This is an optimization exercise on Yosys and OpenROAD, whose aim is small area, not a production implementation. Only simulation tests tie the RTL to the original design; equivalence was not proved. Power figures rest on the tool's default switching activity, not on a simulated workload.

==> flow/design.v (outline; a module is shown in full before it is edited, if it fits) <==
// module getPixel: 164 lines
// module image_idx: 2535 lines
// module image_pal: 41 lines
// module glyph_rom: 1760 lines
// module font_rom: 1224 lines
// module tips_code: 49 lines
module getPixel(
    input clk,
    input hstep,      
    input reset,
    input valid,
    input [1:0] song,
    input block_type,
    input press,
    input [9:0] progress,
    input [4:0] x, y,
    input [9:0] h_cnt, v_cnt,
    input [15:0] head_x, head_y,
    input [15:0] scroll_x_in, scroll_y_in,
    input tips_display,
    input tips_display_over,
    output reg [3:0] r,
    output reg [3:0] g,
    output reg [3:0] b
    );
  // ...
==> flow/flow/run.sh <==
#!/bin/bash
set -euo pipefail
W=$PWD
# ORFS synth.tcl with only the abc call changed
sed 's#log_cmd abc {\*}\$abc_args#log_cmd abc -script '"$W"'/flow/abc.script {*}[lrange $abc_args 2 end]#' \
    "$FLOW_HOME/scripts/synth.tcl" > "$W/synth_core.tcl"
grep -q "flow/abc.script" "$W/synth_core.tcl"
sed 's#source \$::env(SCRIPTS_DIR)/synth.tcl#source '"$W"'/synth_core.tcl#' synth_recipe.tcl > "$W/my_synth.tcl"
grep -q "synth_core.tcl" "$W/my_synth.tcl"
sed 's#SYNTH_SCRIPT=[^ ]*#SYNTH_SCRIPT='"$W"'/my_synth.tcl#' standard.sh > "$W/my_standard.sh"
grep -q "my_synth.tcl" "$W/my_standard.sh"
bash "$W/my_standard.sh" finish > "$W/make_finish.log" 2>&1
==> flow/flow/abc.script <==
strash
dch
map -a
topo
==> flow/standard.sh <==
#!/bin/bash
# synth_recipe.tcl (not shown) runs the flow's synth.tcl, then flattens the netlist and writes it again
# the make line also repeats each setting of config.mk as NAME=value (left out here)
make -C /OpenROAD-flow-scripts/flow DESIGN_CONFIG=/design/flow/config.mk WORK_HOME=/design/flow/orfs CLKGATE_MAP_FILE= SYNTH_SCRIPT=/design/flow/synth_recipe.tcl "${@:-finish}"
==> flow/config.mk <==
export PLATFORM = sky130hd
export DESIGN_NAME = getPixel
export DESIGN_NICKNAME = getPixel
export VERILOG_FILES = /design/flow/design.v
export SDC_FILE = /design/flow/constraint.sdc
export NUM_CORES = 8
export LEC_CHECK = 0
export ABC_AREA = 1
export CAP_MARGIN = 20
export CORE_MARGIN = 2
export CORE_UTILIZATION = 40
export SLEW_MARGIN = 20
export SYNTH_MEMORY_MAX_BITS = 131072
==> flow/constraint.sdc <==
create_clock -name core_clock -period 20.0 [get_ports {clk}]
set_input_delay 4.0000 -clock core_clock [delete_from_list [all_inputs] [get_ports {clk}]]
set_output_delay 4.0000 -clock core_clock [all_outputs]
set_load 0.01 [all_outputs]
==> results.py, run 1 <==
metrics = {
    "outcome": {
        "outcome": "finished clean",
    },
    "cells_and_area": {
        "final-instance-count-excl-fill": 10500,
        "fraction_of_standard_cell_area_in_multi_input_logic_pct": 56.9,
        "seq-cell-share_pct": 23.3,
        "inverters": 1270,
    },
    "synthesis": {
        "synthCells": 8274,
        "synthTopCellsByCount": "sky130_fd_sc_hd__clkinv_1 (1270), sky130_fd_sc_hd__o21ai_0 (1260), sky130_fd_sc_hd__nor2_1 (1244), sky130_fd_sc_hd__nand2_1 (1231), sky130_fd_sc_hd__a21oi_1 (646)",
        "synth_top_flop_cell": "sky130_fd_sc_hd__dfrtp_1",
        "postSynthNetCount": 8497,
        "synth_top_area_share_pct": 19.0,
        "share_of_cell_area_taken_by_muxes_after_synthesis_pct": 0.0427,
        "yosys.area_share.simple_pct": 25.6,
        "synth.avg_cell_area_um2": 6.37,
    },
    "power": {
        "internal_power_of_the_cells_w": 0.00285,
        "powerDensity_nw_per_um2": 93.2,
        "power_drawn_by_the_combinational_cells_w": 0.00267,
        "share_comb_of_total_power_pct": 47.8,
        "power.ir.vdd_worst_mv": 0.0760,
    },
    "sta": {
        "achievable-frequency_ghz": 0.0546,
        "hold_ws_ns": 0.493,
        "setup_repair_after_global_routing_missed_its_margin": "false",
    },
    "clocking": {
        "number_of_buffers_added_to_fix_hold_violations_after_cts": 0,
        "count_of_cells_resized_by_post_cts_repair": 0,
        "cts.sink_count": 555,
        "source_to_sink_clock_delay_at_the_later_pin_of_the_worst_skew_pair_ns": 0.69,
        "master_cell_of_the_clock_root_buffer": "sky130_fd_sc_hd__clkbuf_16",
    },
    "worst_setup_path": {
        "critical_path_class": "in2out",
        "worstPathMaxFanout": 24,
        "worst_ep_required_time_ns": 16.00,
        "critical_path.startpoint_type": "primary input",
        "critical_path.n_buffers_inverters": 6,
        "critical_path.reg2reg.startpoint": "by[96]$_DFFE_PP0P_",
    },
    "worst_hold_path": {
        "timing.hold.worst.class": "reg2reg",
    },
    "route": {
        "viasPerCell": 6.85,
        "wl_met1_mm": 121,
        "met2RoutedLength_mm": 128,
    },
    "floorplanning": {
        "boundaryPins": 126,
        "tapCellCount": 1755,
        "chipHeight_um": 367,
    },
    "global_routing": {
        "gr-usage-all-layers_pct": 45.5,
        "grt_max_degree": 258,
        "groute.layer.met2.usage_pct": 64.9,
    },
}
==> run 2, diff against run 1 <==
==> flow/run.sh (new file) <==
#!/bin/bash
# synth_recipe.tcl (not shown) runs the flow's synth.tcl, then flattens the netlist and writes it again
# the make line also repeats each setting of config.mk as NAME=value (left out here)
make -C /OpenROAD-flow-scripts/flow DESIGN_CONFIG=/design/flow/config.mk WORK_HOME=/design/flow/orfs CLKGATE_MAP_FILE= SYNTH_SCRIPT=/design/flow/synth_recipe.tcl finish
removed: flow/flow/run.sh
removed: flow/flow/abc.script
removed: flow/standard.sh
==> results.py, run 2 <==
metrics = {
    "route": {
        "residual_drc_count": 0,
        "drt-pass1-iter-count": 10,
        "vias": 74900,
        "drt-initial-drc-count": 12400,
        "drt_wirelength_mm": 341,
        "drtAntennaViolNets": 0,
        "route.detailed.wl_per_inst_um": 29.0,
        "viasPerCell": 6.36,
    },
    "cells_and_area": {
        "finish.instance_area_um2": 64000,
        "top_regs": "bx x256, by x256, pq x10",
        "final-instance-count-excl-fill": 11800,
        "nets": 10000,
        "final_common_cell": "sky130_fd_sc_hd__nand2_1",
        "area_delta_synth_final_pct": 9.85,
        "sequential_cell_area_um2": 13900,
        "post_route_cells_drive_above_1_share_pct": 6.75,
        "footprint_of_the_multi_input_gates_um2": 37100,
        "num-fill-cells": 15700,
        "leading_cell_types_in_the_layout_fill_and_taps_excluded": "sky130_fd_sc_hd__nand2_1 (2644), sky130_fd_sc_hd__inv_1 (1408), sky130_fd_sc_hd__o21ai_0 (1010)",
    },
    "global_routing": {
        "first_global_vias": 67800,
        "grt_remaining_overflow": 0,
        "grt_max_degree": 240,
        "grt_first_pass_wirelength_mm": 484,
        "gr-usage-all-layers_pct": 44.4,
        "initial_antenna_violation_count": 33,
    },
    "synthesis": {
        "synth.avg_cell_area_um2": 5.92,
        "async_flop_share_pct": 92.4,
        "postSynthNetCount": 10100,
        "synth_seq_cells": 555,
        "synthTopCellsByCount": "sky130_fd_sc_hd__nand2_1 (2645), sky130_fd_sc_hd__inv_1 (1411), sky130_fd_sc_hd__o21ai_0 (1011), sky130_fd_sc_hd__nor2_1 (922), sky130_fd_sc_hd__nand3_1 (494)",
        "synth_top_area_cell": "sky130_fd_sc_hd__dfrtp_1",
        "synth.top_cells.by_area": "sky130_fd_sc_hd__dfrtp_1 (17%), sky130_fd_sc_hd__nand2_1 (17%), sky130_fd_sc_hd__inv_1 (9.1%)",
        "synth_top_area_share_pct": 17.2,
        "synth_top_flop_cell": "sky130_fd_sc_hd__dfrtp_1",
        "yosys.cell_types.count": 90,
        "post-synth-top-count-cell": "sky130_fd_sc_hd__nand2_1",
        "number_of_enable_flip_flop_cells_after_synthesis": 13,
        "yosysWarnings": 6,
        "netlist_area_um2": 58300,
        "synth_seq_area_share_pct": 23.9,
        "synthCells": 9848,
    },
    "sta": {
        "setup_repair_after_global_routing_missed_its_margin": "false",
        "slew_headroom_pct": 18.0,
        "achievable-frequency_ghz": 0.0616,
        "drv_slew": 0,
        "timing.final.setup_violations": 0,
        "timing.setup.tns_ns": 0,
        "timing.clock.skew_ns": 0.0513,
        "fin_crit_sh_pct": 81.2,
        "worstMarginPinSlew_ns": 1.23,
        "timing.final.crit_period_ns": 16.24,
        "report.final.hold_viol_count": 0,
    },
    "clocking": {
        "cts_setup_buffers": 0,
        "cts_made_buffers": 71,
        "count_of_cells_resized_by_post_cts_repair": 0,
        "cts.sink_count": 555,
        "clock_tree_from_tritoncts": "built",
        "cts-htree-levels": 3,
        "master_cell_of_the_clock_root_buffer": "sky130_fd_sc_hd__clkbuf_16",
        "source_to_sink_clock_delay_at_the_later_pin_of_the_worst_skew_pair_ns": 0.72,
        "cts_max_path_buffers": 3,
        "clkTransAtPathRegs_ns": 0.05,
        "number_of_buffers_added_to_fix_hold_violations_after_cts": 0,
    },
    "worst_setup_path": {
        "worstSetupEndpointType": "primary output",
        "crit_path_max_incr_delay_ns": 0.78,
        "setup.reg_to_reg.worst_slack_ns": 14.58,
        "rr_endpoint": "cq[1]$_SDFFCE_PN0P_",
        "worst_setup_path_start": "h_cnt[1]",
        "critical_path.reg2reg.startpoint": "by[194]$_DFFE_PP0P_",
        "worstPathMaxFanout": 16,
        "worst_ep_required_time_ns": 16.00,
        "critical_path.slowest_cell": "sky130_fd_sc_hd__ha_1",
        "critical_path.startpoint_type": "primary input",
        "worst-r2r-cell-count": 32,
        "critPathArrivalTime_ns": 12.24,
        "cp-endpoint": "b[0]",
        "worst_path_most_repeated_cell": "sky130_fd_sc_hd__nand2_1",
        "critical_path_class": "in2out",
    },
    "floorplanning": {
        "fp.dieArea_um2": 149000,
        "floorplan.core_area_um2": 145000,
        "chipHeight_um": 386,
        "overall_die_width_um": 386,
        "initial_utilization_pct": 40.1,
        "boundaryPins": 126,
        "row_count": 140,
    },
    "outcome": {
        "outcome": "finished clean",
    },
    "power": {
        "power.ir.vdd_worst_mv": 0.0788,
        "power_leakage_nw": 30.9,
        "powerDensity_nw_per_um2": 93.9,
    },
    "placement": {
        "dpl.hpwl_mm": 258,
        "placed_cells": 11600,
        "io_buffers": 125,
        "place.gp.congestion": 1.16,
        "placed_area_um2": 61500,
    },
    "worst_hold_path": {
        "timing.hold.worst.class": "reg2reg",
    },
    "run": {
        "maxCapViolCount": 0,
    },
}
[run 2: worst min-delay path by stage]
stage                                    from             endpoint  slack, ns  depth (start not counted)
after floorplan           bx[111]$_DFFE_PP0P_  bx[111]$_DFFE_PP0P_       0.45                          2
after global placement    bx[255]$_DFFE_PP0P_  bx[255]$_DFFE_PP0P_       0.47                          2
after detailed placement  by[210]$_DFFE_PP0P_  by[210]$_DFFE_PP0P_       0.47                          2
after CTS                 bx[175]$_DFFE_PP0P_  bx[175]$_DFFE_PP0P_       0.49                          2
after global routing      bx[242]$_DFFE_PP0P_  bx[242]$_DFFE_PP0P_       0.50                          2
final                     bx[175]$_DFFE_PP0P_  bx[175]$_DFFE_PP0P_       0.48                          2
[run 2: cell families (layout without fill, tap and decap cells)]
logic type	after synthesis	count (layout)	synth area share, %
AO/OA/AOI/OAI	2337	2337	23.5
XOR/XNOR	69	69	1.23
adder cells (fa/ha/maj)	182	182	3.65
buffers and inverters	1924	1917	12.6
flip-flops	555	555	23.9
multiplexers	5	5	0.0945
other	1	18	0.00643
AND/OR/NAND/NOR	4775	4775	34.9
[run 2: layer usage]
metal | vias to the layer above | GRT usage [%] | share of wire (%)
met2 | 5422 | 63.8 | 41
met4 | 36 | 24.1 | 6.8
li1 | 32800 | - | -
met1 | 35300 | 57.7 | 39
met5 | - | 0.390 | 0.093
met3 | 1284 | 15.5 | 13
[run 2: report_power, final]
group	internal, W	switching, W	total, W	leakage (nW)
Clock	0.000774	0.000594	0.00137	1.19
Combinational	0.000855	0.00214	0.00299	23.0
Sequential	0.00137	0.000281	0.00165	6.75
Total	0.00300	0.00301	0.00601	30.9
[run 2: layout make-up]
class                   count  area share [%]
diodes                     17          0.0664
clock buffers             105            3.24
clock inverters            26           0.584
inverters                1502            8.83
multi-input cells        7369            57.9
flip-flops and latches    555            21.8
well taps                1917            3.75
repair buffers            284            3.81
[run 2: worst max-delay path: cells and delay by family]
family | cells | cell delay, ns
buffers and inverters | 6 | 2.30
adder cells (fa/ha/maj) | 4 | 2.01
AO/OA/AOI/OAI | 5 | 1.27
AND/OR/NAND/NOR | 19 | 2.63
[run 2: per-stage QoR]
| step | setup slack, ns | utilization (%) | power, W | hold slack [ns] |
|---|---|---|---|---|
| after floorplan | 1.86 | - | 0.00346 | 0.453 |
| after global placement | 4.10 | 42.3 | 0.00447 | 0.466 |
| after detailed placement | 4.03 | 42.4 | 0.00452 | 0.473 |
| after CTS | 3.99 | 44.0 | 0.00590 | 0.487 |
| after global routing | 3.48 | 44.1 | 0.00633 | 0.499 |
| final | 3.76 | 44.1 | 0.00601 | 0.483 |
==> module getPixel, before the edit <==
module getPixel(
    input clk,
    input hstep,      
    input reset,
    input valid,
    input [1:0] song,
    input block_type,
    input press,
    input [9:0] progress,
    input [4:0] x, y,
    input [9:0] h_cnt, v_cnt,
    input [15:0] head_x, head_y,
    input [15:0] scroll_x_in, scroll_y_in,
    input tips_display,
    input tips_display_over,
    output reg [3:0] r,
    output reg [3:0] g,
    output reg [3:0] b
    );
    reg [255:0] bx, by;
    always @(posedge clk or posedge reset) begin
        if (reset) begin
            bx <= {16{16'd336}};
            by <= {16{16'd240}};
        end else if (hstep && press) begin
            bx <= {bx[239:0], head_x};
            by <= {by[239:0], head_y};
        end
    end
    function le16;
        input [15:0] a, b;
        integer i;
        reg c;
        begin
            c = 1'b1;
            for (i = 0; i < 16; i = i + 1)
                c = (~a[i] & b[i]) | (~a[i] & c) | (b[i] & c);
            le16 = c;
        end
    endfunction
    wire [15:0] sx = scroll_x_in - 16'd1;
    wire [15:0] sy = scroll_y_in - 16'd1;
    wire [16:0] ax = {7'd0, h_cnt} + {1'b0, sx};
    wire [16:0] ay = {7'd0, v_cnt} + {1'b0, sy};
    wire [17:0] px = {1'b0, ax} + 18'd7;
    wire [17:0] py = {1'b0, ay} + 18'd7;
    wire [16:0] mx = ax - 17'd7;
    wire [16:0] my = ay - 17'd7;
    wire axs = (ax[16:3] == 14'd0) && (ax[2:0] != 3'd7);
    wire ays = (ay[16:3] == 14'd0) && (ay[2:0] != 3'd7);
    function lo;
        input [15:0] v;
        input [17:0] p;
        lo = ((|v[15:3]) | (&v[2:0])) & ((|p[17:16]) | le16(v, p[15:0]));
    endfunction
    function hi;
        input [15:0] u;
        input [16:0] m;
        input sml;
        hi = sml | (~m[16] & le16(m[15:0], u));
    endfunction
    wire [255:0] ux = {bx[239:0], head_x};
    wire [255:0] uy = {by[239:0], head_y};
    reg isbody;
    integer k;
    always @(*) begin
        isbody = 1'b0;
        for (k = 0; k < 16; k = k + 1)
            isbody = isbody | (lo(bx[16*k +: 16], px) & hi(ux[16*k +: 16], mx, axs) &
                               lo(by[16*k +: 16], py) & hi(uy[16*k +: 16], my, ays));
    end
    wire vprog = (v_cnt >= 10'd16) && (v_cnt < 10'd40);
    wire r1 = (h_cnt >= 10'd538) && (h_cnt < 10'd556);
    wire r2 = (h_cnt >= 10'd556) && (h_cnt < 10'd574);
    wire rd = (h_cnt >= 10'd574) && (h_cnt < 10'd582);
    wire r3 = (h_cnt >= 10'd582) && (h_cnt < 10'd600);
    wire rp = (h_cnt >= 10'd600) && (h_cnt < 10'd624);
    wire [2:0] kc = r1 ? 3'd1 : r2 ? 3'd2 : rd ? 3'd3 : r3 ? 3'd4 : rp ? 3'd5 : 3'd0;
    wire [4:0] hl = h_cnt[4:0];
    wire [4:0] oc = r1 ? hl - 5'd26 : r2 ? hl - 5'd12 : rd ? hl - 5'd30 : r3 ? hl - 5'd6 : hl - 5'd16;
    reg [4:0] yq;
    reg [2:0] kq;
    reg [4:0] oq;
    reg [9:0] pq;
    always @(posedge clk) begin
        yq <= vprog ? v_cnt[4:0] - 5'd16 : 5'd0;
        kq <= kc;
        oq <= oc;
        pq <= progress;
    end
    function [3:0] add3;
        input [3:0] v;
        add3 = (v >= 4'd5) ? v + 4'd3 : v;
    endfunction
    reg [21:0] bcd;
    integer j;
    always @(*) begin
        bcd = {12'd0, pq};
        for (j = 0; j < 10; j = j + 1) begin
            bcd[13:10] = add3(bcd[13:10]);
            bcd[17:14] = add3(bcd[17:14]);
            bcd[21:18] = add3(bcd[21:18]);
            bcd = bcd << 1;
        end
    end
    wire [3:0] d1 = bcd[21:18] == 4'd10 ? 4'd0 : bcd[21:18];
    wire [3:0] d2 = bcd[17:14];
    wire [3:0] d3 = bcd[13:10];
    wire [3:0] gsel = r1 ? d1 : r2 ? d2 : r3 ? d3 : 4'd10;
    wire [4:0] xsel = (kq == kc) ? oq : (rp ? 5'd8 : 5'd0);
    wire [1:0] gt;
    glyph_rom gr(.a({gsel, yq, xsel}), .d(gt));
    wire nz1 = (progress >= 10'd100) && (progress < 10'd1000);
    wire [1:0] ptype = r1 ? {1'b0, gt[0] & nz1} : gt;
    wire [2:0] iidx;
    image_idx ii(.a({song, block_type, y, x}), .d(iidx));
    reg [2:0] itex, iq;
    always @(posedge clk) begin
        itex <= {song, block_type};
        iq <= iidx;
    end
    wire [11:0] img;
    image_pal ip(.a({itex, iq}), .d(img));
    wire inmsg = (h_cnt >= 10'd48) && (h_cnt < 10'd432) && (v_cnt >= 10'd448) && (v_cnt < 10'd466);
    wire [7:0] hq = h_cnt[9:2];
    wire [4:0] pos = hq / 3 - 5'd4;
    wire [1:0] mpos = hq % 3;
    wire [3:0] ncode;
    tips_code tc(.a({tips_display_over, pos}), .d(ncode));
    reg clr;
    reg [3:0] cq;
    reg [1:0] mq, rq;
    reg [4:0] fyq;
    always @(posedge clk or posedge reset)
        if (reset) clr <= 1'b1;
        else clr <= 1'b0;
    wire use_new = valid & ~isbody & inmsg;
    wire [3:0] cc = use_new ? ncode : clr ? 4'd0 : cq;
    wire [1:0] mc = use_new ? mpos : clr ? 2'd0 : mq;
    wire [1:0] rc = use_new ? h_cnt[1:0] : clr ? 2'd0 : rq;
    wire [4:0] fyc = use_new ? v_cnt[4:0] : clr ? 5'd0 : fyq;
    always @(posedge clk) begin
        cq <= cc;
        mq <= mc;
        rq <= rc;
        fyq <= fyc;
    end
    wire fbit;
    font_rom fr(.a({cq, mq, rq, fyq}), .d(fbit));
    always @(*) begin
        if (~valid)
            {r, g, b} = 12'h000;
        else if (h_cnt >= 10'd313 && h_cnt <= 10'd327 && v_cnt >= 10'd233 && v_cnt <= 10'd247)
            {r, g, b} = 12'hf00;
        else if (isbody)
            {r, g, b} = 12'hf00;
        else if (vprog && (r1 | r2 | rd | r3 | rp))
            {r, g, b} = ptype == 2'b00 ? img : ptype[1] ? 12'hfff : 12'h000;
        else if (inmsg)
            {r, g, b} = (ncode != 4'd0 && fbit && (tips_display | tips_display_over)) ? 12'hfff : img;
        else
            {r, g, b} = img;
    end
endmodule
==> run 3, diff against run 2 <==
--- a/flow/design.v
+++ b/flow/design.v
@@ -19,57 +19,75 @@
     output reg [3:0] b
     );
     reg [255:0] bx, by;
+    reg [15:0] bv;
+    wire push = hstep & press;
+    wire pushn = ~push;
     always @(posedge clk or posedge reset) begin
-        if (reset) begin
-            bx <= {16{16'd336}};
-            by <= {16{16'd240}};
-        end else if (hstep && press) begin
-            bx <= {bx[239:0], head_x};
-            by <= {by[239:0], head_y};
+        if (reset)
+            bv <= 16'd0;
+        else if (push)
+            bv <= {bv[14:0], 1'b1};
+    end
+    wire [255:0] nbx, nby;
+    genvar k;
+    generate
+        for (k = 0; k < 256; k = k + 1) begin : hold
+            trail_hold hx(.e(push), .en(pushn), .d(k < 16 ? head_x[k % 16] : bx[(k + 240) % 256]), .q(bx[k]), .y(nbx[k]));
+            trail_hold hy(.e(push), .en(pushn), .d(k < 16 ? head_y[k % 16] : by[(k + 240) % 256]), .q(by[k]), .y(nby[k]));
         end
+    endgenerate
+    always @(posedge clk) begin
+        bx <= nbx;
+        by <= nby;
     end
-    function le16;
-        input [15:0] a, b;
-        integer i;
-        reg c;
-        begin
-            c = 1'b1;
-            for (i = 0; i < 16; i = i + 1)
-                c = (~a[i] & b[i]) | (~a[i] & c) | (b[i] & c);
-            le16 = c;
-        end
-    endfunction
     wire [15:0] sx = scroll_x_in - 16'd1;
     wire [15:0] sy = scroll_y_in - 16'd1;
     wire [16:0] ax = {7'd0, h_cnt} + {1'b0, sx};
     wire [16:0] ay = {7'd0, v_cnt} + {1'b0, sy};
-    wire [17:0] px = {1'b0, ax} + 18'd7;
-    wire [17:0] py = {1'b0, ay} + 18'd7;
-    wire [16:0] mx = ax - 17'd7;
+    wire [16:0] px = ax + 17'd7;      
+    wire [16:0] py = ay + 17'd7;
+    wire [16:0] mx = ax - 17'd7;      
     wire [16:0] my = ay - 17'd7;
     wire axs = (ax[16:3] == 14'd0) && (ax[2:0] != 3'd7);
     wire ays = (ay[16:3] == 14'd0) && (ay[2:0] != 3'd7);
-    function lo;
-        input [15:0] v;
-        input [17:0] p;
-        lo = ((|v[15:3]) | (&v[2:0])) & ((|p[17:16]) | le16(v, p[15:0]));
-    endfunction
-    function hi;
-        input [15:0] u;
-        input [16:0] m;
-        input sml;
-        hi = sml | (~m[16] & le16(m[15:0], u));
-    endfunction
-    wire [255:0] ux = {bx[239:0], head_x};
-    wire [255:0] uy = {by[239:0], head_y};
-    reg isbody;
-    integer k;
-    always @(*) begin
-        isbody = 1'b0;
-        for (k = 0; k < 16; k = k + 1)
-            isbody = isbody | (lo(bx[16*k +: 16], px) & hi(ux[16*k +: 16], mx, axs) &
-                               lo(by[16*k +: 16], py) & hi(uy[16*k +: 16], my, ays));
-    end
+    wire [15:0] npx = ~px[15:0], npy = ~py[15:0];
+    wire [15:0] nmx = ~mx[15:0], nmy = ~my[15:0];
+    wire [15:0] lx, ly;
+    wire [16:0] ux, uy;    
+    generate
+        for (k = 0; k < 16; k = k + 1) begin : cmp
+            wire [15:0] vx = bx[16*k +: 16];
+            wire [15:0] vy = by[16*k +: 16];
+            wire gx, gy;
+            vle16 lcx(.v(vx), .np(npx), .gt(gx));
+            vle16 lcy(.v(vy), .np(npy), .gt(gy));
+            assign lx[k] = ((|vx[15:3]) | (&vx[2:0])) & (px[16] | ~gx);
+            assign ly[k] = ((|vy[15:3]) | (&vy[2:0])) & (py[16] | ~gy);
+            if (k < 15) begin : up
+                wire cx, cy;
+                mle16 ucx(.nm(nmx), .u(vx), .le(cx));
+                mle16 ucy(.nm(nmy), .u(vy), .le(cy));
+                assign ux[k + 1] = axs | (~mx[16] & cx);
+                assign uy[k + 1] = ays | (~my[16] & cy);
+            end else begin : noup
+                assign ux[k + 1] = 1'b0;
+                assign uy[k + 1] = 1'b0;
+            end
+        end
+    endgenerate
+    wire chx, chy;
+    mle16 hcx(.nm(nmx), .u(head_x), .le(chx));
+    mle16 hcy(.nm(nmy), .u(head_y), .le(chy));
+    assign ux[0] = axs | (~mx[16] & chx);
+    assign uy[0] = ays | (~my[16] & chy);
+    wire lxc = px >= 17'd336;
+    wire lyc = py >= 17'd240;
+    wire uxc = axs | (~mx[16] & (mx[15:0] <= 16'd336));
+    wire uyc = ays | (~my[16] & (my[15:0] <= 16'd240));
+    wire [15:0] bvu = {bv[14:0], 1'b1};
+    wire [15:0] real_hit = bv & lx & ly & ux[15:0] & uy[15:0];
+    wire [15:0] edge_hit = bvu & ~bv & ux[15:0] & uy[15:0];
+    wire isbody = (|real_hit) | (lxc & lyc & ((|edge_hit) | (~bv[14] & uxc & uyc)));
     wire vprog = (v_cnt >= 10'd16) && (v_cnt < 10'd40);
     wire r1 = (h_cnt >= 10'd538) && (h_cnt < 10'd556);
     wire r2 = (h_cnt >= 10'd556) && (h_cnt < 10'd574);
@@ -163,6 +181,34 @@
             {r, g, b} = img;
     end
 endmodule
+module trail_hold(input e, input en, input d, input q, output y);
+    assign y = (e & d) | (en & q);
+endmodule
+module maj3(input a, input b, input c, output y);
+    assign y = (a & b) | (a & c) | (b & c);
+endmodule
+module vle16(input [15:0] v, input [15:0] np, output gt);
+    wire [16:0] c;
+    assign c[1] = v[0] & np[0];
+    genvar i;
+    generate
+        for (i = 1; i < 16; i = i + 1) begin : b
+            maj3 m(.a(v[i]), .b(np[i]), .c(c[i]), .y(c[i + 1]));
+        end
+    endgenerate
+    assign gt = c[16];
+endmodule
+module mle16(input [15:0] nm, input [15:0] u, output le);
+    wire [16:0] c;
+    assign c[1] = nm[0] | u[0];
+    genvar i;
+    generate
+        for (i = 1; i < 16; i = i + 1) begin : b
+            maj3 m(.a(nm[i]), .b(u[i]), .c(c[i]), .y(c[i + 1]));
+        end
+    endgenerate
+    assign le = c[16];
+endmodule
 module image_idx(input [12:0] a, output reg [2:0] d);
     always @(*) begin
         case (a)
==> flow/flow/run.sh (new file) <==
#!/bin/bash
set -euo pipefail
W=$PWD
# ORFS synth.tcl with only the abc call changed
sed 's#log_cmd abc {\*}\$abc_args#log_cmd abc -script '"$W"'/flow/abc.script {*}[lrange $abc_args 2 end]#' \
    "$FLOW_HOME/scripts/synth.tcl" > "$W/synth_core.tcl"
grep -q "flow/abc.script" "$W/synth_core.tcl"
sed 's#source \$::env(SCRIPTS_DIR)/synth.tcl#source '"$W"'/synth_core.tcl#' synth_recipe.tcl > "$W/my_synth.tcl"
grep -q "synth_core.tcl" "$W/my_synth.tcl"
sed 's#SYNTH_SCRIPT=[^ ]*#SYNTH_SCRIPT='"$W"'/my_synth.tcl#' standard.sh > "$W/my_standard.sh"
grep -q "my_synth.tcl" "$W/my_standard.sh"
bash "$W/my_standard.sh" finish > "$W/make_finish.log" 2>&1
==> flow/flow/abc.script (new file) <==
strash
dch
map -a
topo
==> flow/standard.sh (new file) <==
#!/bin/bash
# synth_recipe.tcl (not shown) runs the flow's synth.tcl, then flattens the netlist and writes it again
# the make line also repeats each setting of config.mk as NAME=value (left out here)
make -C /OpenROAD-flow-scripts/flow DESIGN_CONFIG=/design/flow/config.mk WORK_HOME=/design/flow/orfs CLKGATE_MAP_FILE= SYNTH_SCRIPT=/design/flow/synth_recipe.tcl "${@:-finish}"
--- a/flow/config.mk
+++ b/flow/config.mk
@@ -5,9 +5,9 @@
 export SDC_FILE = /design/flow/constraint.sdc
 export NUM_CORES = 8
 export LEC_CHECK = 0
-export ABC_AREA = 1
 export CAP_MARGIN = 20
 export CORE_MARGIN = 2
 export CORE_UTILIZATION = 40
 export SLEW_MARGIN = 20
+export SYNTH_HIERARCHICAL = 1
 export SYNTH_MEMORY_MAX_BITS = 131072
removed: flow/run.sh
==> results.py, run 3 <==
metrics = {
    "route": {
        "route.detailed.wl_per_inst_um": 34.9,
        "viasPerCell": 7.03,
        "drt-pass1-iter-count": 8,
        "drt-initial-drc-count": 11000,
        "residual_drc_count": 0,
        "drtAntennaViolNets": 0,
        "vias": 62900,
        "drt_wirelength_mm": 313,
    },
    "global_routing": {
        "grt_remaining_overflow": 0,
        "initial_antenna_violation_count": 30,
        "grt_first_pass_wirelength_mm": 440,
        "first_global_vias": 59000,
        "gr-usage-all-layers_pct": 46.0,
        "grt_max_degree": 155,
    },
    "placement": {
        "place.gp.congestion": 1.17,
        "io_buffers": 125,
        "dpl.hpwl_mm": 235,
    },
    "clocking": {
        "number_of_buffers_added_to_fix_hold_violations_after_cts": 0,
        "cts_setup_buffers": 0,
        "count_of_cells_resized_by_post_cts_repair": 0,
        "cts_made_buffers": 61,
        "clock_tree_from_tritoncts": "built",
        "cts-htree-levels": 2,
        "cts.sink_count": 571,
        "cts_max_path_buffers": 3,
        "clkTransAtPathRegs_ns": 0.06,
        "master_cell_of_the_clock_root_buffer": "sky130_fd_sc_hd__clkbuf_16",
        "source_to_sink_clock_delay_at_the_later_pin_of_the_worst_skew_pair_ns": 0.75,
    },
    "synthesis": {
        "synth_seq_cells": 571,
        "post-synth-top-count-cell": "sky130_fd_sc_hd__nor2_1",
        "async_flop_share_pct": 2.98,
        "synth_seq_area_share_pct": 23.0,
        "number_of_enable_flip_flop_cells_after_synthesis": 13,
        "synthTopCellsByCount": "sky130_fd_sc_hd__nor2_1 (1230), sky130_fd_sc_hd__maj3_1 (960), sky130_fd_sc_hd__clkinv_1 (703), sky130_fd_sc_hd__nand2_1 (543), sky130_fd_sc_hd__dfxtp_1 (541)",
        "netlist_area_um2": 50700,
        "synth_top_area_cell": "sky130_fd_sc_hd__dfxtp_1",
        "synth.top_cells.by_area": "sky130_fd_sc_hd__dfxtp_1 (21%), sky130_fd_sc_hd__maj3_1 (19%), sky130_fd_sc_hd__a22o_2 (10%)",
        "yosys.cell_types.count": 60,
        "synthCells": 6821,
        "synth.avg_cell_area_um2": 7.43,
        "postSynthNetCount": 7050,
        "synth_top_area_share_pct": 21.4,
        "synth_top_flop_cell": "sky130_fd_sc_hd__dfxtp_1",
        "yosysWarnings": 12,
    },
    "cells_and_area": {
        "top_regs": "bx x256, by x256, bv x16",
        "nets": 7460,
        "num-fill-cells": 12400,
        "final_core_utilization_pct": 46.1,
        "final_common_cell": "sky130_fd_sc_hd__nor2_1",
        "leading_cell_types_in_the_layout_fill_and_taps_excluded": "sky130_fd_sc_hd__nor2_1 (1218), sky130_fd_sc_hd__maj3_1 (960), sky130_fd_sc_hd__clkinv_1 (700)",
        "post_route_cells_drive_above_1_share_pct": 13.5,
        "area_delta_synth_final_pct": 14.5,
    },
    "worst_setup_path": {
        "worst-r2r-cell-count": 26,
        "critPathArrivalTime_ns": 15.04,
        "crit_path_max_incr_delay_ns": 0.73,
        "critical_path_class": "in2out",
        "critical_path.reg2reg.startpoint": "by[208]$_DFF_P_",
        "worst_ep_required_time_ns": 16.00,
        "worst_setup_path_start": "scroll_y_in[0]",
        "worst_path_most_repeated_cell": "sky130_fd_sc_hd__maj3_1",
        "worstSetupEndpointType": "primary output",
        "worstPathMaxFanout": 17,
        "critical_path.startpoint_type": "primary input",
        "critical_path.slowest_cell": "sky130_fd_sc_hd__fa_1",
    },
    "sta": {
        "setup_repair_after_global_routing_missed_its_margin": "false",
        "timing.clock.skew_ns": 0.0686,
        "drv_slew": 0,
        "worstMarginPinSlew_ns": 1.31,
        "achievable-frequency_ghz": 0.0525,
        "slew_headroom_pct": 12.2,
        "report.final.hold_viol_count": 0,
        "timing.setup.tns_ns": 0,
        "fin_crit_sh_pct": 95.2,
        "timing.final.setup_violations": 0,
        "timing.final.crit_period_ns": 19.04,
    },
    "power": {
        "p_sw_share_pct": 45.0,
        "switchingPower_w": 0.00242,
        "clockPowerShare_pct": 22.9,
        "internal_power_of_the_cells_w": 0.00296,
        "share_comb_of_total_power_pct": 45.9,
        "power_frac_seq_pct": 31.2,
        "powerDensity_nw_per_um2": 92.8,
        "power.ir.vdd_worst_mv": 0.104,
        "power_leakage_nw": 21.0,
    },
    "floorplanning": {
        "chipHeight_um": 360,
        "initial_utilization_pct": 40.3,
        "row_count": 130,
        "fp.dieArea_um2": 130000,
        "boundaryPins": 126,
        "floorplan.core_area_um2": 126000,
        "overall_die_width_um": 360,
    },
    "run": {
        "maxCapViolCount": 0,
    },
    "worst_hold_path": {
        "timing.hold.worst.class": "reg2reg",
        "min-delay-start": "bv[15]$_DFFE_PP0P_",
        "min_path_cells": 2,
    },
    "outcome": {
        "outcome": "finished clean",
    },
}
run 3: cell types whose count changed after synthesis, sizes merged, moves of 281 or more:
| cell | before | now |
|---|---|---|
| dfrtp | 400 | 16 |
| o21ai | 1051 | 345 |
| clkbuf | 326 | 0 |
| nand2 | 2696 | 543 |
| a22o | 3 | 513 |
| o22ai | 386 | 51 |
| inv | 1483 | 0 |
| dfxtp | 29 | 541 |
| clkinv | 19 | 703 |
| maj3 | 73 | 960 |
| nand3 | 509 | 228 |
run 3: area by class of cell:
| class | instances | area, µm² | share of cell area (%) |
|---|---|---|---|
| antenna | 19 | 47.5 | 0.0819 |
| inverter | 703 | 2650 | 4.56 |
| sequential | 571 | 11600 | 20.1 |
| clock inverter | 35 | 407 | 0.701 |
| timing repair buffer | 348 | 2920 | 5.04 |
| multi-input combinational | 5546 | 36600 | 63.0 |
| tap | 1650 | 2060 | 3.56 |
| clock buffer | 79 | 1720 | 2.96 |
run 3: cell families after synthesis:
logic type,count (synthesis),share of synthesized area (%)
simple gates,2588,22.2
compound gates,1788,26.1
fa+ha+maj,1075,21.8
buf+inv,704,5.21
flops,571,23.0
xor+xnor,94,1.62
other cells,1,0.00740
run 3: metrics by stage:
stage | hold WS, ns | worst slack, ns | power [W] | cells | area (µm²)
finish | 0.516 | 0.960 | 0.00538 | 8951 | 58000
global route | 0.525 | 0.499 | 0.00554 | 8941 | 58000
CTS | 0.510 | 1.12 | 0.00524 | 8932 | 57900
detailed placement | 0.492 | 1.19 | 0.00398 | 8818 | 55800
global placement | 0.480 | 0.832 | 0.00393 | 8817 | 55800
floorplan | 0.461 | 2.90 | 0.00309 | 6821 | 50700
run 3: worst max-delay path, delay by kind of cell:
kind                     cells  cell delay [ns]
AO/OA/AOI/OAI                5             1.20
adder cells (fa/ha/maj)     18             7.06
buffers and inverters        5             1.80
AND/OR/NAND/NOR              5             0.96
run 3: power by group through the flow:
stage	Sequential (W)	Combinational (W)	Clock (W)
floorplan	0.00158	0.00151	0
global placement	0.00166	0.00227	0
detailed placement	0.00168	0.00230	0
global route	0.00171	0.00256	0.00127
CTS	0.00167	0.00234	0.00124
finish	0.00168	0.00247	0.00123
run 3: final timing paths:
check / endpoint / slack [ns]
max: g[0] / 0.96
min: bv[15]$_DFFE_PP0P_ / 0.52
max reg2reg: mq[1]$_SDFFCE_PN0P_ / 10.20
min reg2reg: bv[15]$_DFFE_PP0P_ / 0.52
max in group asynchronous: bv[5]$_DFFE_PP0P_ / 15.79
min in group asynchronous: bv[14]$_DFFE_PP0P_ / 3.76
run 3: modules after synthesis, one instance, submodules excluded, excerpt:
module | cells inside | cell area [µm²] | times used | flip-flops and latches
glyph_rom | 1047 | 4910 | 1 | 0
font_rom | 687 | 3240 | 1 | 0
mle16 | 1 | 6.26 | 32 | 0
getPixel | 1999 | 19300 | 1 | 571
image_idx | 1345 | 6940 | 1 | 0
vle16 | 1 | 7.51 | 32 | 0
run 3: routing by layer:
metal | track usage [%] | part of all wire, % | up-vias
met5 | 0 | 0.037 | -
met4 | 26.1 | 7.3 | 14
met3 | 17.0 | 14 | 1249
met2 | 64.3 | 39 | 5334
met1 | 60.1 | 39 | 30100
li1 | - | - | 26200
==> run 4, diff against run 3 <==
==> flow/flow/run.sh (replaced) <==
#!/bin/bash
# The standard layout (standard.sh) with these changes:
#  - synthesis: Yosys's abc maps with flow/abc.script (area-oriented), then every
#    combinational cell is set to its smallest drive (flow/downsize.txt); the later
#    repair steps size cells up where timing, slew or capacitance need it
#  - ports are buffered with buf_1 cells (BUFFER_PORTS_ARGS)
#  - CTS without dummy loads, with the buffers in CTS_BUFS
# Each tool's full output is in the ORFS logs under orfs/logs; make's output in make_*.log.
set -euo pipefail
W=$PWD
F=$W/flow
CTS_BUFS="${CTS_BUFS:-sky130_fd_sc_hd__clkbuf_4 sky130_fd_sc_hd__clkbuf_8}"
{
  echo "log_cmd abc -script $F/abc.script {*}[lrange \$abc_args 2 end]"
  while IFS=: read -r from to; do
    [ -n "$from" ] && echo "chtype -map sky130_fd_sc_hd__$from sky130_fd_sc_hd__$to"
  done < "$F/downsize.txt"
} > "$W/abc_step.tcl"
# ORFS synth.tcl with only the abc call replaced
sed 's#^\(\s*\)log_cmd abc {\*}\$abc_args#\1source '"$W"'/abc_step.tcl#' \
    "$FLOW_HOME/scripts/synth.tcl" > "$W/synth_core.tcl"
grep -q "abc_step.tcl" "$W/synth_core.tcl"
sed 's#source \$::env(SCRIPTS_DIR)/synth.tcl#source '"$W"'/synth_core.tcl#' synth_recipe.tcl > "$W/my_synth.tcl"
grep -q "synth_core.tcl" "$W/my_synth.tcl"
sed -e 's#SYNTH_SCRIPT=[^ ]*#SYNTH_SCRIPT='"$W"'/my_synth.tcl#' \
    -e 's#make -C #make BUFFER_PORTS_ARGS="-buffer_cell sky130_fd_sc_hd__buf_1" CTS_ARGS="-sink_clustering_enable -repair_clock_nets -dont_use_dummy_load -buf_list {'"$CTS_BUFS"'}" -C #' \
    standard.sh > "$W/my_standard.sh"
grep -q "my_synth.tcl" "$W/my_standard.sh"
grep -q "BUFFER_PORTS_ARGS" "$W/my_standard.sh"
bash "$W/my_standard.sh" finish > "$W/make_finish.log" 2>&1
==> flow/flow/downsize.txt (new file) <==
a2111o_2:a2111o_1
a2111o_4:a2111o_1
a2111oi_2:a2111oi_1
a2111oi_4:a2111oi_1
a211o_2:a211o_1
a211o_4:a211o_1
a211oi_2:a211oi_1
a211oi_4:a211oi_1
a21bo_2:a21bo_1
a21bo_4:a21bo_1
a21boi_2:a21boi_1
a21boi_4:a21boi_1
a21o_2:a21o_1
a21o_4:a21o_1
a21oi_2:a21oi_1
a21oi_4:a21oi_1
a221o_2:a221o_1
a221o_4:a221o_1
a221oi_2:a221oi_1
a221oi_4:a221oi_1
a22o_2:a22o_1
a22o_4:a22o_1
a22oi_2:a22oi_1
a22oi_4:a22oi_1
a2bb2o_2:a2bb2o_1
a2bb2o_4:a2bb2o_1
a2bb2oi_2:a2bb2oi_1
a2bb2oi_4:a2bb2oi_1
a311o_2:a311o_1
a311o_4:a311o_1
a311oi_2:a311oi_1
a311oi_4:a311oi_1
a31o_2:a31o_1
a31o_4:a31o_1
a31oi_2:a31oi_1
a31oi_4:a31oi_1
a32o_2:a32o_1
a32o_4:a32o_1
a32oi_2:a32oi_1
a32oi_4:a32oi_1
a41o_2:a41o_1
a41o_4:a41o_1
a41oi_2:a41oi_1
a41oi_4:a41oi_1
and2_2:and2_1
and2_4:and2_1
and2b_2:and2b_1
and2b_4:and2b_1
and3_2:and3_1
and3_4:and3_1
and3b_2:and3b_1
and3b_4:and3b_1
and4_2:and4_1
and4_4:and4_1
and4b_2:and4b_1
and4b_4:and4b_1
and4bb_2:and4bb_1
and4bb_4:and4bb_1
fa_2:fa_1
fa_4:fa_1
ha_2:ha_1
ha_4:ha_1
maj3_2:maj3_1
maj3_4:maj3_1
mux2_2:mux2_1
mux2_4:mux2_1
mux2_8:mux2_1
mux2i_2:mux2i_1
mux2i_4:mux2i_1
mux4_2:mux4_1
mux4_4:mux4_1
nand2_2:nand2_1
nand2_4:nand2_1
nand2_8:nand2_1
nand2b_2:nand2b_1
nand2b_4:nand2b_1
nand3_2:nand3_1
nand3_4:nand3_1
nand3b_2:nand3b_1
nand3b_4:nand3b_1
nand4_2:nand4_1
nand4_4:nand4_1
nand4b_2:nand4b_1
nand4b_4:nand4b_1
nand4bb_2:nand4bb_1
nand4bb_4:nand4bb_1
nor2_2:nor2_1
nor2_4:nor2_1
nor2_8:nor2_1
nor2b_2:nor2b_1
nor2b_4:nor2b_1
nor3_2:nor3_1
nor3_4:nor3_1
nor3b_2:nor3b_1
nor3b_4:nor3b_1
nor4_2:nor4_1
nor4_4:nor4_1
nor4b_2:nor4b_1
nor4b_4:nor4b_1
nor4bb_2:nor4bb_1
nor4bb_4:nor4bb_1
o2111a_2:o2111a_1
o2111a_4:o2111a_1
o2111ai_2:o2111ai_1
o2111ai_4:o2111ai_1
o211a_2:o211a_1
o211a_4:o211a_1
o211ai_2:o211ai_1
o211ai_4:o211ai_1
o21a_2:o21a_1
o21a_4:o21a_1
o21ai_2:o21ai_1
o21ai_4:o21ai_1
o21ba_2:o21ba_1
o21ba_4:o21ba_1
o21bai_2:o21bai_1
o21bai_4:o21bai_1
o221a_2:o221a_1
o221a_4:o221a_1
o221ai_2:o221ai_1
o221ai_4:o221ai_1
o22a_2:o22a_1
o22a_4:o22a_1
o22ai_2:o22ai_1
o22ai_4:o22ai_1
o2bb2a_2:o2bb2a_1
o2bb2a_4:o2bb2a_1
o2bb2ai_2:o2bb2ai_1
o2bb2ai_4:o2bb2ai_1
o311a_2:o311a_1
o311a_4:o311a_1
o311ai_2:o311ai_1
o311ai_4:o311ai_1
o31a_2:o31a_1
o31a_4:o31a_1
o31ai_2:o31ai_1
o31ai_4:o31ai_1
o32a_2:o32a_1
o32a_4:o32a_1
o32ai_2:o32ai_1
o32ai_4:o32ai_1
o41a_2:o41a_1
o41a_4:o41a_1
o41ai_2:o41ai_1
o41ai_4:o41ai_1
or2_2:or2_1
or2_4:or2_1
or2b_2:or2b_1
or2b_4:or2b_1
or3_2:or3_1
or3_4:or3_1
or3b_2:or3b_1
or3b_4:or3b_1
or4_2:or4_1
or4_4:or4_1
or4b_2:or4b_1
or4b_4:or4b_1
or4bb_2:or4bb_1
or4bb_4:or4bb_1
xnor2_2:xnor2_1
xnor2_4:xnor2_1
xnor3_2:xnor3_1
xnor3_4:xnor3_1
xor2_2:xor2_1
xor2_4:xor2_1
xor3_2:xor3_1
xor3_4:xor3_1
--- a/flow/config.mk
+++ b/flow/config.mk
@@ -8,6 +8,7 @@
 export CAP_MARGIN = 20
 export CORE_MARGIN = 2
 export CORE_UTILIZATION = 40
+export SETUP_SLACK_MARGIN = 0.3
 export SLEW_MARGIN = 20
 export SYNTH_HIERARCHICAL = 1
 export SYNTH_MEMORY_MAX_BITS = 131072
==> results.py, run 4 <==
metrics = {
    "outcome": {
        "outcome": "finished clean",
    },
    "worst_setup_path": {
        "critical_path.n_buffers_inverters": 16,
        "worst_ep_required_time_ns": 16.00,
        "critical_path_class": "in2out",
        "critical_path.slowest_cell": "sky130_fd_sc_hd__nor2_1",
        "cp_top_family": "simple AND/OR/NAND/NOR gates",
        "worst_setup_path_start": "h_cnt[9]",
        "crit_path_max_incr_delay_ns": 0.65,
        "critical_path.reg2reg.startpoint": "bx[16]$_DFF_P_",
        "worstSetupEndpointType": "primary output",
        "critical_path.startpoint_type": "primary input",
        "critPathArrivalTime_ns": 14.85,
        "worstPathMaxFanout": 13,
    },
    "placement": {
        "place.gp.congestion": 1.16,
        "dpl.hpwl_mm": 237,
        "io_buffers": 125,
    },
    "synthesis": {
        "post-synth-top-count-cell": "sky130_fd_sc_hd__nor2_1",
        "synthCells": 6821,
        "synth_top_flop_cell": "sky130_fd_sc_hd__dfxtp_1",
        "postSynthNetCount": 7050,
        "synth_seq_area_share_pct": 23.3,
        "number_of_enable_flip_flop_cells_after_synthesis": 13,
        "synth.top_cells.by_area": "sky130_fd_sc_hd__dfxtp_1 (22%), sky130_fd_sc_hd__maj3_1 (19%), sky130_fd_sc_hd__nor2_1 (9.2%)",
        "yosys.cell_types.count": 60,
        "synth_seq_cells": 571,
        "synth_top_area_share_pct": 21.7,
        "synth.avg_cell_area_um2": 7.32,
        "async_flop_share_pct": 2.98,
        "yosysWarnings": 12,
        "netlist_area_um2": 50000,
        "synth_top_area_cell": "sky130_fd_sc_hd__dfxtp_1",
        "synthTopCellsByCount": "sky130_fd_sc_hd__nor2_1 (1230), sky130_fd_sc_hd__maj3_1 (960), sky130_fd_sc_hd__clkinv_1 (703), sky130_fd_sc_hd__nand2_1 (543), sky130_fd_sc_hd__dfxtp_1 (541)",
    },
    "run": {
        "maxCapViolCount": 0,
    },
    "power": {
        "power.ir.vdd_worst_mv": 0.0976,
        "power.total_w": 0.00496,
        "powerDensity_nw_per_um2": 89.1,
        "power_leakage_nw": 20.0,
    },
    "floorplanning": {
        "fp.dieArea_um2": 128000,
        "row_count": 129,
        "overall_die_width_um": 357,
        "initial_utilization_pct": 40.4,
        "boundaryPins": 126,
        "chipHeight_um": 357,
        "floorplan.core_area_um2": 124000,
    },
    "sta": {
        "report.final.hold_viol_count": 0,
        "worstMarginPinSlew_ns": 1.27,
        "fin_crit_sh_pct": 94.3,
        "timing.final.crit_period_ns": 18.85,
        "setup_repair_after_global_routing_missed_its_margin": "false",
        "achievable-frequency_ghz": 0.0530,
        "drv_slew": 0,
        "timing.setup.tns_ns": 0,
        "timing.clock.skew_ns": 0.137,
        "slew_headroom_pct": 15.0,
        "timing.final.setup_violations": 0,
    },
    "route": {
        "viasPerCell": 7.10,
        "drt-pass1-iter-count": 10,
        "drt-initial-drc-count": 10800,
        "drt_wirelength_mm": 313,
        "route.detailed.wl_per_inst_um": 35.2,
        "residual_drc_count": 0,
        "vias": 63200,
        "drtAntennaViolNets": 0,
    },
    "clocking": {
        "clock_tree_from_tritoncts": "built",
        "cts_max_path_buffers": 3,
        "clkTransAtPathRegs_ns": 0.06,
        "cts_made_buffers": 96,
        "master_cell_of_the_clock_root_buffer": "sky130_fd_sc_hd__clkbuf_8",
        "cts-htree-levels": 3,
        "number_of_buffers_added_to_fix_hold_violations_after_cts": 0,
        "cts_setup_buffers": 0,
        "cts.sink_count": 571,
        "count_of_cells_resized_by_post_cts_repair": 0,
        "source_to_sink_clock_delay_at_the_later_pin_of_the_worst_skew_pair_ns": 0.83,
    },
    "cells_and_area": {
        "top_regs": "bx x256, by x256, bv x16",
        "final_common_cell": "sky130_fd_sc_hd__nor2_1",
        "area_delta_synth_final_pct": 11.4,
        "num-fill-cells": 12400,
        "leading_cell_types_in_the_layout_fill_and_taps_excluded": "sky130_fd_sc_hd__nor2_1 (1219), sky130_fd_sc_hd__maj3_1 (960), sky130_fd_sc_hd__clkinv_1 (701)",
        "post_route_cells_drive_above_1_share_pct": 4.74,
        "nets": 7483,
    },
    "global_routing": {
        "initial_antenna_violation_count": 38,
        "grt_max_degree": 166,
        "grt_remaining_overflow": 0,
        "grt_first_pass_wirelength_mm": 438,
        "gr-usage-all-layers_pct": 47.0,
        "first_global_vias": 58300,
    },
    "worst_hold_path": {
        "timing.hold.worst.class": "reg2reg",
        "min-delay-start": "by[167]$_DFF_P_",
    },
}
run 4: path summary, 6_finish.rpt:
path                                        to  cells after the start  slack, ns
setup / recovery                          b[2]                     54       1.15
hold / removal                 by[183]$_DFF_P_                      1       0.45
setup reg to reg           cq[3]$_SDFFCE_PN0P_                     26      10.55
hold reg to reg                by[183]$_DFF_P_                      1       0.45
max in group asynchronous    bv[2]$_DFFE_PP0P_                      2      16.09
min in group asynchronous    bv[7]$_DFFE_PP0P_                      2       3.42
run 4: logic make-up (layout without fill, tap and decap cells):
logic type / after synthesis / count (layout) / share of synthesized area, %
compound gates: 1788 / 1788 / 25.2
xor+xnor: 94 / 94 / 1.65
fa+ha+maj: 1075 / 1075 / 22.2
buf+inv: 704 / 1135 / 5.29
flops: 571 / 571 / 23.3
other cells: 1 / 23 / 0.00751
simple gates: 2588 / 2588 / 22.4
run 4: layer usage:
layer	GRT usage (%)	vias up	routed length, µm
li1	-	26300	-
met1	61.2	30100	122000
met2	64.9	5521	122000
met3	18.5	1378	45400
met4	27.9	28	23800
met5	0	-	167
run 4: where the power goes:
| group | switching, W | internal, W | leakage (nW) |
|---|---|---|---|
| registers | 0.000319 | 0.00136 | 4.79 |
| logic | 0.00154 | 0.000854 | 14.5 |
| clock network | 0.000470 | 0.000419 | 0.690 |
run 4: final cells by class:
type | count | area, µm² | area share [%]
multi-input cells | 5546 | 35900 | 64.5
flip-flops and latches | 571 | 11600 | 20.9
inverters | 703 | 2650 | 4.75
repair buffers | 336 | 2060 | 3.70
well taps | 1637 | 2050 | 3.68
clock buffers | 96 | 1320 | 2.37
diodes | 22 | 55.1 | 0.0989
run 4: metrics by stage:
stage	worst slack [ns]	cell area, µm²	hold WS (ns)	utilization [%]	instances
after CTS	1.41	55500	0.410	44.8	8886
after floorplan	2.98	50000	0.455	-	6821
after global placement	1.69	54200	0.478	43.8	8790
final	1.15	55700	0.448	45.0	8911
after global routing	0.440	55600	0.480	44.9	8895
after detailed placement	1.48	54200	0.479	43.8	8790
run 4: per-module statistics from Yosys (local to each module, per instance), excerpt:
| module | cell area, µm² | cells inside | copies in the design | flops+latches |
|---|---|---|---|---|
| image_idx | 6940 | 1345 | 1 | 0 |
| font_rom | 3240 | 687 | 1 | 0 |
| image_pal | 704 | 131 | 1 | 0 |
| tips_code | 419 | 76 | 1 | 0 |
| trail_hold | 8.76 | 1 | 512 | 0 |
| vle16 | 6.26 | 1 | 32 | 0 |
==> run 5, diff against run 4 <==
--- a/flow/config.mk
+++ b/flow/config.mk
@@ -8,6 +8,7 @@
 export CAP_MARGIN = 20
 export CORE_MARGIN = 2
 export CORE_UTILIZATION = 40
+export GPL_TIMING_DRIVEN = 0
 export SETUP_SLACK_MARGIN = 0.3
 export SLEW_MARGIN = 20
 export SYNTH_HIERARCHICAL = 1
==> results.py, run 5 <==
metrics = {
    "worst_setup_path": {
        "critical_path.slowest_cell": "sky130_fd_sc_hd__nor2_1",
        "worst_ep_required_time_ns": 16.00,
        "critical_path.reg2reg.startpoint": "bx[32]$_DFF_P_",
        "worstSetupEndpointType": "primary output",
        "critical_path.n_buffers_inverters": 10,
        "cp_top_family": "simple AND/OR/NAND/NOR gates",
        "worstPathMaxFanout": 14,
        "critical_path.startpoint_type": "primary input",
        "crit_path_max_incr_delay_ns": 1.16,
        "critical_path_class": "in2out",
        "critPathArrivalTime_ns": 15.36,
        "worst_setup_path_start": "h_cnt[4]",
        "worst_path_most_repeated_cell": "sky130_fd_sc_hd__clkinv_1",
    },
    "synthesis": {
        "synthAdderAreaFrac_pct": 22.2,
        "share_of_cell_area_taken_by_muxes_after_synthesis_pct": 0,
        "synthCells": 6821,
        "synthTopCellsByCount": "sky130_fd_sc_hd__nor2_1 (1230), sky130_fd_sc_hd__maj3_1 (960), sky130_fd_sc_hd__clkinv_1 (703), sky130_fd_sc_hd__nand2_1 (543), sky130_fd_sc_hd__dfxtp_1 (541)",
        "synth_top_area_cell": "sky130_fd_sc_hd__dfxtp_1",
        "netlist_area_um2": 50000,
        "synth_compound_area_share_pct": 25.2,
        "yosys.cell_types.count": 60,
        "synth_top_family_by_area": "compound AO/OA/AOI/OAI gates",
        "synth_top_area_share_pct": 21.7,
        "synth_seq_area_share_pct": 23.3,
        "synth.top_cells.by_area": "sky130_fd_sc_hd__dfxtp_1 (22%), sky130_fd_sc_hd__maj3_1 (19%), sky130_fd_sc_hd__nor2_1 (9.2%)",
        "number_of_enable_flip_flop_cells_after_synthesis": 13,
        "synth_seq_cells": 571,
        "async_flop_share_pct": 2.98,
        "synthXorXnorAreaFrac_pct": 1.65,
        "synth.avg_cell_area_um2": 7.32,
        "yosys.area_share.simple_pct": 22.4,
        "synth_top_flop_cell": "sky130_fd_sc_hd__dfxtp_1",
        "post-synth-top-count-cell": "sky130_fd_sc_hd__nor2_1",
        "yosysWarnings": 12,
        "postSynthNetCount": 7050,
    },
    "sta": {
        "drv_slew": 0,
        "report.final.hold_viol_count": 0,
        "timing.clock.skew_ns": 0.176,
        "achievable-frequency_ghz": 0.0516,
        "postLayoutSetupSlackWorst_ns": 0.638,
        "timing.final.crit_period_ns": 19.36,
        "setup_repair_after_global_routing_missed_its_margin": "false",
        "slew_headroom_pct": 11.8,
        "fin_crit_sh_pct": 96.8,
        "timing.setup.tns_ns": 0,
        "worstMarginPinSlew_ns": 1.29,
        "timing.final.setup_violations": 0,
    },
    "placement": {
        "place.gp.congestion": 1.13,
        "io_buffers": 125,
        "post_place_worst_slack_ns": 0.576,
        "dpl.hpwl_mm": 227,
    },
    "outcome": {
        "outcome": "finished clean",
    },
    "clocking": {
        "cts_max_path_buffers": 3,
        "cts.sink_count": 571,
        "source_to_sink_clock_delay_at_the_later_pin_of_the_worst_skew_pair_ns": 0.84,
        "clkTransAtPathRegs_ns": 0.06,
        "number_of_buffers_added_to_fix_hold_violations_after_cts": 0,
        "cts_made_buffers": 95,
        "cts-htree-levels": 3,
        "clock_tree_from_tritoncts": "built",
        "master_cell_of_the_clock_root_buffer": "sky130_fd_sc_hd__clkbuf_8",
    },
    "power": {
        "power.ir.vdd_worst_mv": 0.0943,
        "power_leakage_nw": 19.6,
        "powerDensity_nw_per_um2": 87.9,
    },
    "floorplanning": {
        "fp.dieArea_um2": 128000,
        "chipHeight_um": 357,
        "floorplan.core_area_um2": 124000,
        "overall_die_width_um": 357,
        "row_count": 129,
        "initial_utilization_pct": 40.4,
        "boundaryPins": 126,
    },
    "worst_hold_path": {
        "timing.hold.worst.class": "reg2reg",
        "min-delay-start": "by[12]$_DFF_P_",
    },
    "route": {
        "drtAntennaViolNets": 0,
        "drt_wirelength_mm": 300,
        "wl_met3_mm": 35.2,
        "drt-pass1-iter-count": 9,
        "route.detailed.wl_per_inst_um": 34.3,
        "drt-initial-drc-count": 9837,
        "wl_met1_mm": 118,
        "vias": 61400,
        "residual_drc_count": 0,
        "met2RoutedLength_mm": 124,
        "viasPerCell": 7.01,
        "routed.top_layer": "met5",
    },
    "global_routing": {
        "grt_remaining_overflow": 0,
        "first_global_vias": 57700,
        "grt_first_pass_wirelength_mm": 423,
        "initial_antenna_violation_count": 21,
        "gr-usage-all-layers_pct": 45.1,
        "grt_max_degree": 133,
    },
    "cells_and_area": {
        "leading_cell_types_in_the_layout_fill_and_taps_excluded": "sky130_fd_sc_hd__nor2_1 (1201), sky130_fd_sc_hd__maj3_1 (960), sky130_fd_sc_hd__clkinv_1 (686)",
        "post_route_cells_drive_above_1_share_pct": 3.77,
        "top_regs": "bx x256, by x256, bv x16",
        "final_common_cell": "sky130_fd_sc_hd__nor2_1",
        "area_delta_synth_final_pct": 11.0,
        "num-fill-cells": 12200,
        "nets": 7339,
    },
    "run": {
        "maxCapViolCount": 0,
    },
}
## run 5: kinds of logic (layout without fill, tap and decap cells)
logic type	Yosys count	after routing
XOR/XNOR	94	94
AO/OA/AOI/OAI	1788	1788
adder cells (fa/ha/maj)	1075	1075
AND/OR/NAND/NOR	2588	2588
buffers and inverters	704	991
other	1	16
flip-flops	571	571
## run 5: area by class of cell
class	instances	area (µm²)	area share, %
Inverter	703	2680	4.84
Timing Repair Buffer	192	1590	2.86
Sequential cell	571	11600	21.0
Clock buffer	95	1310	2.36
Tap cell	1637	2050	3.69
Multi-Input combinational cell	5546	36100	65.2
Antenna cell	15	37.5	0.0677
Buffer	1	3.75	0.00677
## run 5: layer usage
metal  track usage, %  up-vias
li1                 -    25900
met1             57.8    29500
met2             66.1     4745
met3             12.9     1236
met4             29.1       12
met5                0        -
## run 5: modules after synthesis (local to each module, per instance)
module      cell area, µm²  cells inside
tips_code              419            76
vle16                 6.26             1
image_idx             6940          1345
trail_hold            8.76             1
mle16                 6.26             1
font_rom              3240           687
image_pal              704           131
getPixel             19300          1999
glyph_rom             4910          1047
maj3                  10.0             1
## run 5: worst register-to-register path, delay by kind of cell, from the launching register on
| kind | cells | cell delay [ns] |
|---|---|---|
| AOI/OAI and AO/OA | 2 | 0.95 |
| adders and majority gates | 15 | 5.64 |
| DFF | 1 | 0.36 |
| and+or+nand+nor | 7 | 2.22 |
## run 5: path summary, 6_finish.rpt
path / to / slack [ns] / cells past startpoint
worst max-delay path: r[2] / 0.64 / 33
worst min-delay path: by[28]$_DFF_P_ / 0.47 / 1
worst max register to register: fyq[3]$_SDFFCE_PN0P_ / 10.30 / 24
worst min register to register: by[28]$_DFF_P_ / 0.47 / 1
max in group asynchronous: clr$_DFF_PP1_ / 16.18 / 2
min in group asynchronous: bv[1]$_DFFE_PP0P_ / 3.27 / 2
## run 5: where the power goes
part	total, W	switching (W)	internal (W)
sequential	0.00167	0.000309	0.00136
clock	0.000882	0.000468	0.000415
combinational	0.00232	0.00146	0.000861
## run 5: metrics by stage
step | utilization [%] | instance area (µm²) | total power, W | instances | hold slack [ns]
6_report | 44.8 | 55400 | 0.00487 | 8760 | 0.475
5_1_grt | 44.8 | 55400 | 0.00506 | 8754 | 0.493
4_1_cts | 44.7 | 55300 | 0.00476 | 8744 | 0.468
3_5_place_dp | 43.6 | 54000 | 0.00385 | 8649 | 0.475
3_3_place_gp | 42.4 | 52500 | 0.00373 | 8583 | 0.473
2_1_floorplan | - | 50000 | 0.00305 | 6821 | 0.455
## run 5: timing repair
action	CTS	global route
buffers inserted	0	0
endpoints found under the hold margin	0	0
gates resized for setup	0	9
setup endpoints to repair	0	12
==> run 6, diff against run 5 <==
--- a/flow/flow/run.sh
+++ b/flow/flow/run.sh
@@ -4,12 +4,13 @@
 #    combinational cell is set to its smallest drive (flow/downsize.txt); the later
 #    repair steps size cells up where timing, slew or capacitance need it
 #  - ports are buffered with buf_1 cells (BUFFER_PORTS_ARGS)
-#  - CTS without dummy loads, with the buffers in CTS_BUFS
+#  - CTS without dummy loads, with the buffers in CTS_BUFS and the clustering in CTS_EXTRA
 # Each tool's full output is in the ORFS logs under orfs/logs; make's output in make_*.log.
 set -euo pipefail
 W=$PWD
 F=$W/flow
-CTS_BUFS="${CTS_BUFS:-sky130_fd_sc_hd__clkbuf_4 sky130_fd_sc_hd__clkbuf_8}"
+CTS_BUFS="sky130_fd_sc_hd__clkbuf_8"
+CTS_EXTRA="-sink_clustering_size 24 -sink_clustering_max_diameter 60"
 {
   echo "log_cmd abc -script $F/abc.script {*}[lrange \$abc_args 2 end]"
   while IFS=: read -r from to; do
@@ -23,7 +24,7 @@
 sed 's#source \$::env(SCRIPTS_DIR)/synth.tcl#source '"$W"'/synth_core.tcl#' synth_recipe.tcl > "$W/my_synth.tcl"
 grep -q "synth_core.tcl" "$W/my_synth.tcl"
 sed -e 's#SYNTH_SCRIPT=[^ ]*#SYNTH_SCRIPT='"$W"'/my_synth.tcl#' \
-    -e 's#make -C #make BUFFER_PORTS_ARGS="-buffer_cell sky130_fd_sc_hd__buf_1" CTS_ARGS="-sink_clustering_enable -repair_clock_nets -dont_use_dummy_load -buf_list {'"$CTS_BUFS"'}" -C #' \
+    -e 's#make -C #make BUFFER_PORTS_ARGS="-buffer_cell sky130_fd_sc_hd__buf_1" CTS_ARGS="-sink_clustering_enable -repair_clock_nets -dont_use_dummy_load -buf_list {'"$CTS_BUFS"'} '"$CTS_EXTRA"'" -C #' \
     standard.sh > "$W/my_standard.sh"
 grep -q "my_synth.tcl" "$W/my_standard.sh"
 grep -q "BUFFER_PORTS_ARGS" "$W/my_standard.sh"
==> flow/flow/abc.script (replaced) <==
strash
dc2
&get -n
&dch
&nf -R 1000 -F 10 -A 10 -p
&put
==> results.py, run 6 <==
metrics = {
    "placement": {
        "place.gp.congestion": 1.08,
        "io_buffers": 125,
        "dpl.hpwl_mm": 186,
        "post_place_worst_slack_ns": 0.888,
    },
    "global_routing": {
        "first_global_vias": 51700,
        "gr-usage-all-layers_pct": 39.2,
        "grt_first_pass_wirelength_mm": 363,
        "initial_antenna_violation_count": 22,
    },
    "synthesis": {
        "synth_seq_area_share_pct": 24.3,
        "netlist_area_um2": 47900,
        "synth_seq_cells": 571,
        "synth_top_area_share_pct": 22.6,
        "yosys.cell_types.count": 74,
        "synth_top_flop_cell": "sky130_fd_sc_hd__dfxtp_1",
    },
    "power": {
        "power.ir.vdd_worst_mv": 0.0665,
        "powerDensity_nw_per_um2": 89.0,
    },
    "outcome": {
        "outcome": "finished clean",
    },
    "route": {
        "vias": 54700,
        "drt_wirelength_mm": 251,
        "drt-pass1-iter-count": 10,
        "drt-initial-drc-count": 7596,
        "viasPerCell": 7.04,
        "drtAntennaViolNets": 0,
    },
    "cells_and_area": {
        "area_delta_synth_final_pct": 11.9,
    },
    "worst_setup_path": {
        "critical_path_class": "in2out",
        "worstPathMaxFanout": 17,
        "critical_path.startpoint_type": "primary input",
        "worstSetupEndpointType": "primary output",
        "critical_path.n_buffers_inverters": 4,
    },
    "sta": {
        "achievable-frequency_ghz": 0.0524,
        "timing.final.crit_period_ns": 19.07,
    },
    "clocking": {
        "clock_tree_from_tritoncts": "built",
    },
    "floorplanning": {
        "fp.dieArea_um2": 122000,
        "floorplan.core_area_um2": 118000,
    },
}
==> run 6: changes by cell type after synthesis, moves of 39 or more <==
cell	change
sky130_fd_sc_hd__nor2_1	-786
sky130_fd_sc_hd__clkinv_1	-612
sky130_fd_sc_hd__nor2b_1	+63
sky130_fd_sc_hd__nand4_1	-60
sky130_fd_sc_hd__and2_0	+59
sky130_fd_sc_hd__nand2b_1	+56
sky130_fd_sc_hd__a21oi_1	+51
sky130_fd_sc_hd__or2_0	+46
sky130_fd_sc_hd__a31oi_1	+44
sky130_fd_sc_hd__xnor2_1	+44
sky130_fd_sc_hd__or2_1	-39
==> run 6: cells by family (layout without fill, tap and decap cells) <==
family	after synthesis	after routing	synth area share, %
flip-flops	571	571	24.3
other	1	11	0.00783
multiplexers	25	25	0.570
AO/OA/AOI/OAI	1941	1941	28.1
adder cells (fa/ha/maj)	1075	1075	23.1
XOR/XNOR	131	131	2.40
buffers and inverters	92	387	0.721
AND/OR/NAND/NOR	2028	2028	20.8
==> run 6: layout make-up <==
type | count | area (µm²)
inverters | 91 | 350
repair buffers | 238 | 2210
clock buffers | 57 | 785
plain buffers | 1 | 3.75
flip-flops and latches | 571 | 11600
diodes | 10 | 25.0
well taps | 1600 | 2000
multi-input cells | 5201 | 36600
fillers | 12000 | 64800
==> run 6: modules after synthesis (local to each module, per instance) <==
module / flip-flops and latches / area, µm²
vle16: 0 / 6.26
trail_hold: 0 / 8.76
maj3: 0 / 10.0
image_pal: 0 / 663
getPixel: 571 / 18900
glyph_rom: 0 / 4370
tips_code: 0 / 408
image_idx: 0 / 6490
font_rom: 0 / 2570
mle16: 0 / 6.26
==> run 6: final timing paths <==
| path | startpoint | end | cells after the start | slack [ns] |
|---|---|---|---|---|
| setup / recovery | scroll_x_in[0] | g[0] | 29 | 0.93 |
| hold / removal | by[240]$_DFF_P_ | by[240]$_DFF_P_ | 1 | 0.50 |
| setup reg to reg | by[208]$_DFF_P_ | fyq[2]$_SDFFCE_PN0P_ | 26 | 9.71 |
| hold reg to reg | by[240]$_DFF_P_ | by[240]$_DFF_P_ | 1 | 0.50 |
| max in group asynchronous | reset | clr$_DFF_PP1_ | 2 | 16.40 |
| min in group asynchronous | reset | bv[13]$_DFFE_PP0P_ | 2 | 3.21 |
==> run 6: metal layers <==
layer | global-route usage [%] | vias to the layer above | wire, µm
met1 | 51.9 | 26200 | 103000
met4 | 24.4 | 10 | 18500
met3 | 10.1 | 1017 | 26900
li1 | - | 23900 | -
met2 | 56.6 | 3550 | 102000
met5 | 0 | - | 69
==> run 6: power breakdown <==
group | switching (W) | internal, W
clock network | 0.000408 | 0.000251
logic | 0.00146 | 0.000983
registers | 0.000301 | 0.00136
==> run 6: stage by stage <==
| stage | total power [W] | instance area, µm² | setup TNS, ns | utilization [%] |
|---|---|---|---|---|
| final | 0.00477 | 53600 | 0 | 45.3 |
| after detailed placement | 0.00404 | 52700 | 0 | 44.5 |
| after floorplan | 0.00318 | 47900 | 0 | - |
| after global placement | 0.00392 | 50400 | -2236.04 | 42.5 |
| after global routing | 0.00500 | 53600 | 0 | 45.3 |
| after CTS | 0.00470 | 53500 | 0 | 45.2 |

Re-timed with assumed drivers on the ports (clkbuf_16 on the clock, buf_2 on other inputs), run 6 has 0.850 ns of setup slack against 0.926 ns with ideal ports, and 0.850 ns once port delays also move by the mid clock arrival of 0.804 ns.
